This is an optimization exercise on Yosys and OpenROAD, whose aim is small area, not a production implementation. Only simulation tests tie the RTL to the original design; equivalence was not proved. The clock port is modelled as an ideal driver, which makes a skipped or thinned clock tree look cheaper than it is; a real chip needs a root buffer or a tree. Power and IR drop assume default switching activity.

==> flow/design.v (excerpt) <==
module simple_stack(in, out, clk, direction, enable);
	input [15:0] in;
	output [15:0] out;
	input clk, enable, direction;
	reg [15:0] t;
	reg [15:0] mem[0:26];
	reg [4:0] q;
	reg [4:0] g;
	integer i;
	wire push = enable & ~direction;
	wire pop  = enable & direction & (g != 5'd0);
	reg [3:0] lo, lo_r, lo_w;
	reg [6:0] hi;
	reg [26:0] at_w;
	reg [15:0] rd;
	reg [26:0] sel;
	reg [15:0] grp[0:8];
	always @(*) begin
		for (i = 0; i < 4; i = i + 1) begin
			lo[i]   = (q[1:0] == i);
			lo_r[i] = lo[i] & ~push;
			lo_w[i] = lo[i] & push;
		end
		for (i = 0; i < 7; i = i + 1)
			hi[i] = (q[4:2] == i);
		for (i = 0; i < 27; i = i + 1) begin
			sel[i] = hi[i / 4] & lo_r[i % 4];
			at_w[i] = hi[i / 4] & lo_w[i % 4];
		end
		for (i = 0; i < 9; i = i + 1)
			grp[i] = ({16{sel[3*i]}} & mem[3*i]) | ({16{sel[3*i+1]}} & mem[3*i+1])
			       | ({16{sel[3*i+2]}} & mem[3*i+2]);
		rd = (({16{push}} & in) | grp[0] | grp[1]) | (grp[2] | grp[3] | grp[4])
		   | (grp[5] | grp[6] | grp[7] | grp[8]);
	end
	assign out = t;
	always @(posedge clk) begin
		for (i = 0; i < 27; i = i + 1)
			if (at_w[(i + 26) % 27])
				mem[i] <= t;
		if (push | pop)
			t <= rd;
		if (push) begin
			q <= (q >= 5'd26) ? 5'd0 : q + 5'd1;
			g <= (g >= 5'd27) ? 5'd27 : g + 5'd1;
		end else if (pop) begin
			q <= (q == 5'd0) ? 5'd26 : q - 5'd1;
			g <= g - 5'd1;
		end
	end
endmodule
Settings: LEC_CHECK=0, CAP_MARGIN=20, CORE_MARGIN=2, CORE_UTILIZATION=55, SLEW_MARGIN=20; clock period 5.0 ns.
standard.sh (not shown) runs the stock make flow with config.mk's settings and CLKGATE_MAP_FILE= SYNTH_SCRIPT=/design/flow/synth_recipe.tcl, a recipe that flattens the netlist after the stock synthesis.
==> flow/flow/run.sh <==
#!/bin/bash
# Own layout flow: the standard flow, with an area-oriented ABC script in
# synthesis, port buffers of the smallest size, drivers upsized instead of
# buffered after placement, and a leaner clock tree. Each step's output goes
# to a log file here; ORFS keeps its own logs in orfs/logs.
set -euo pipefail
here=$(pwd)
export AREA_ABC_SCRIPT=$here/flow/area.abc
CTS="-sink_clustering_enable -repair_clock_nets -dont_use_dummy_load"
CTS="$CTS -buf_list sky130_fd_sc_hd__clkbuf_16 -sink_clustering_size 30 -sink_clustering_max_diameter 80"
std() {
  bash standard.sh SYNTH_SCRIPT=$here/flow/my_synth.tcl "CTS_ARGS=$CTS" \
    "BUFFER_PORTS_ARGS=-buffer_cell sky130_fd_sc_hd__buf_1" "$@"
}
std synth > synth.log 2>&1
std place > place.log 2>&1
RESULTS=$here/orfs/results/sky130hd/simple_stack/base \
DONT_USE="$(make -s -C "$FLOW_HOME" DESIGN_CONFIG=$here/config.mk WORK_HOME=$here/orfs print-DONT_USE_CELLS | sed 's/^DONT_USE_CELLS: //')" \
  openroad -no_init -exit $here/flow/upsize_place.tcl > upsize.log 2>&1
std ${LF_TARGET:-finish} > layout.log 2>&1
Other scripts of this flow, unchanged in this note and not shown: flow/flow/area.abc, flow/flow/my_synth.tcl, flow/flow/upsize_place.tcl
The starting point produced a clean layout.
Edit:
--- a/flow/flow/run.sh
+++ b/flow/flow/run.sh
@@ -18,3 +18,6 @@
 DONT_USE="$(make -s -C "$FLOW_HOME" DESIGN_CONFIG=$here/config.mk WORK_HOME=$here/orfs print-DONT_USE_CELLS | sed 's/^DONT_USE_CELLS: //')" \
   openroad -no_init -exit $here/flow/upsize_place.tcl > upsize.log 2>&1
+std cts > cts.log 2>&1
+RESULTS=$here/orfs/results/sky130hd/simple_stack/base \
+  openroad -no_init -exit $here/flow/flatten_clock.tcl > flatten_clock.log 2>&1
 std ${LF_TARGET:-finish} > layout.log 2>&1
==> flow/flow/flatten_clock.tcl (new file) <==
# After CTS: take out the tree's middle level, so that the root buffer drives
# the leaf buffers directly. Every flip-flop keeps a leaf buffer, and all of
# them lose the same level, so the clock still reaches them together.
set P $::env(FLOW_HOME)/platforms/sky130hd
set R $::env(RESULTS)
read_lef $P/lef/sky130_fd_sc_hd.tlef
read_lef $P/lef/sky130_fd_sc_hd_merged.lef
read_liberty $P/lib/sky130_fd_sc_hd__tt_025C_1v80.lib
read_db $R/4_cts.odb
read_sdc $R/4_cts.sdc
source $P/setRC.tcl
set_propagated_clock [all_clocks]
proc clkreport {tag} {
  estimate_parasitics -placement
  set ms 0
  foreach pin [get_pins -hierarchical */CLK] {
    set s [get_property $pin slew_max]
    if {$s > $ms} { set ms $s }
  }
  puts "$tag: largest flip-flop clock slew $ms, setup slack [worst_slack -max], hold slack [worst_slack -min]"
}
clkreport before
set block [ord::get_db_block]
set root [$block findInst clkbuf_0_clk]
set rnet [[$root findITerm X] getNet]
set mids {}
foreach it [$rnet getITerms] {
  set inst [$it getInst]
  if {$inst eq $root} continue
  if {![string match sky130_fd_sc_hd__clkbuf_* [[$inst getMaster] getName]]} { set mids {}; break }
  lappend mids $inst
}
foreach inst $mids {
  set onet [[$inst findITerm X] getNet]
  foreach jt [$onet getITerms] {
    if {[$jt getInst] ne $inst} { $jt disconnect; $jt connect $rnet }
  }
  puts "removed [$inst getName]"
  odb::dbInst_destroy $inst
  odb::dbNet_destroy $onet
}
clkreport after
write_db $R/4_cts.odb
CAP_MARGIN = 10   (was 20)
SLEW_MARGIN = 10   (was 20)
- cell area falls slightly
- flip-flop and latch count is unchanged
- clock skew rises by 0.0087 ns
- global-route usage rises by 0.79 points
- via count falls slightly
- sequential power rises slightly

* * *

## delta
The RTL this note starts from:
==> flow/design.v <==
module simple_stack(in, out, clk, direction, enable);
	input [15:0] in;
	output [15:0] out;
	input clk, enable, direction;
	reg [15:0] t;
	reg [15:0] mem[0:26];
	reg [4:0] q;
	reg [4:0] g;
	integer i;
	wire push = enable & ~direction;
	wire pop  = enable & direction & (g != 5'd0);
	reg [3:0] lo, lo_r, lo_w;
	reg [6:0] hi;
	reg [26:0] at_w;
	reg [15:0] rd;
	reg [26:0] sel;
	reg [15:0] grp[0:8];
	always @(*) begin
		for (i = 0; i < 4; i = i + 1) begin
			lo[i]   = (q[1:0] == i);
			lo_r[i] = lo[i] & pop;
			lo_w[i] = lo[i] & push;
		end
		for (i = 0; i < 7; i = i + 1)
			hi[i] = (q[4:2] == i);
		for (i = 0; i < 27; i = i + 1) begin
			sel[i] = hi[i / 4] & lo_r[i % 4];
			at_w[i] = hi[i / 4] & lo_w[i % 4];
		end
		for (i = 0; i < 9; i = i + 1)
			grp[i] = ({16{sel[3*i]}} & mem[3*i]) | ({16{sel[3*i+1]}} & mem[3*i+1])
			       | ({16{sel[3*i+2]}} & mem[3*i+2]);
		rd = (({16{push}} & in) | ({16{~(push | pop)}} & t) | grp[0] | grp[1]) | (grp[2] | grp[3] | grp[4])
		   | (grp[5] | grp[6] | grp[7] | grp[8]);
	end
	assign out = t;
	always @(posedge clk) begin
		for (i = 0; i < 27; i = i + 1)
			if (at_w[(i + 26) % 27])
				mem[i] <= t;
		t <= rd;
		if (push & (q >= 5'd26)) q <= 5'd0;
		else if (pop & (q == 5'd0)) q <= 5'd26;
		else q <= q + {{4{pop}}, push | pop};
		if (push & (g >= 5'd27)) g <= 5'd27;
		else g <= g + {{4{pop}}, push | pop};
	end
endmodule
clock: 5.0 ns
lec_check: 0
cap_margin: 10
core_margin: 2
core_utilization: 55
slew_margin: 10
==> flow/flow/run.sh <==
#!/bin/bash
# Own layout flow: the standard flow, with an area-oriented ABC script in
# synthesis, port buffers of the smallest size, drivers upsized instead of
# buffered after placement, and a leaner clock tree. Each step's output goes
# to a log file here; ORFS keeps its own logs in orfs/logs.
set -euo pipefail
here=$(pwd)
export AREA_ABC_SCRIPT=$here/flow/area.abc
CTS="-sink_clustering_enable -repair_clock_nets -dont_use_dummy_load"
CTS="$CTS -buf_list sky130_fd_sc_hd__clkbuf_16 -sink_clustering_size 34 -sink_clustering_max_diameter 80"
std() {
  bash standard.sh SYNTH_SCRIPT=$here/flow/my_synth.tcl "CTS_ARGS=$CTS" \
    "BUFFER_PORTS_ARGS=-buffer_cell sky130_fd_sc_hd__buf_1" "$@"
}
std synth > synth.log 2>&1
std place > place.log 2>&1
RESULTS=$here/orfs/results/sky130hd/simple_stack/base \
DONT_USE="$(make -s -C "$FLOW_HOME" DESIGN_CONFIG=$here/config.mk WORK_HOME=$here/orfs print-DONT_USE_CELLS | sed 's/^DONT_USE_CELLS: //')" \
  openroad -no_init -exit $here/flow/upsize_place.tcl > upsize.log 2>&1
std cts > cts.log 2>&1
RESULTS=$here/orfs/results/sky130hd/simple_stack/base \
  openroad -no_init -exit $here/flow/flatten_clock.tcl > flatten_clock.log 2>&1
std ${LF_TARGET:-finish} > layout.log 2>&1
Other scripts of this flow, unchanged in this note and not shown: flow/flow/area.abc, flow/flow/flatten_clock.tcl, flow/flow/my_synth.tcl, flow/flow/upsize_place.tcl
Input-level comparison between raven and delta:
diff --git a/flow/flow/run.sh b/flow/flow/run.sh
--- a/flow/flow/run.sh
+++ b/flow/flow/run.sh
@@ -8,5 +8,5 @@
 export AREA_ABC_SCRIPT=$here/flow/area.abc
 CTS="-sink_clustering_enable -repair_clock_nets -dont_use_dummy_load"
-CTS="$CTS -buf_list sky130_fd_sc_hd__clkbuf_16 -sink_clustering_size 34 -sink_clustering_max_diameter 80"
+CTS="$CTS -buf_list sky130_fd_sc_hd__clkbuf_16 -sink_clustering_size 30 -sink_clustering_max_diameter 80"
 std() {
   bash standard.sh SYNTH_SCRIPT=$here/flow/my_synth.tcl "CTS_ARGS=$CTS" \
Across delta and raven, none had a timing, DRC or antenna violation. For design area, delta and raven come out practically identical. Comparing delta with raven, the power spent charging and discharging nets came out essentially unchanged. delta has lower total power than raven.

port drivers added, routing unchanged:
How much do the figures lean on ideal ports? The routed layouts below were timed once more, with nothing changed but the port constraints.
Step 1: set_driving_cell puts a clkbuf_16 on clk and a buf_2 on each other input, an assumption about the parent block.
Step 2 adds t to the input delays and takes it off the output delays; t is the mean of the earliest and latest rising clock arrival at the registers after step 1. Input paths then give back, and output paths get back, about the clock's delay inside the block.
a / b / c = ideal / step 1 / step 2; a / b = the first two.
run	t (ns)	setup slack, ns	clock arrival spread, ns
the first run of note 1	0.569	1.328 / 1.355 / 0.787	0.044 / 0.045
the second run of note 1	0.536	1.330 / 1.355 / 0.820	0.053 / 0.053
delta	0.536	1.294 / 1.294 / 0.978	0.030 / 0.031
raven	0.538	1.316 / 1.316 / 0.929	0.031 / 0.031
After both steps setup and hold are still met in every run listed. For the first run of note 1, which loses most, drivers alone change the setup slack by +0.027 ns; drivers and shift together by -0.541 ns.
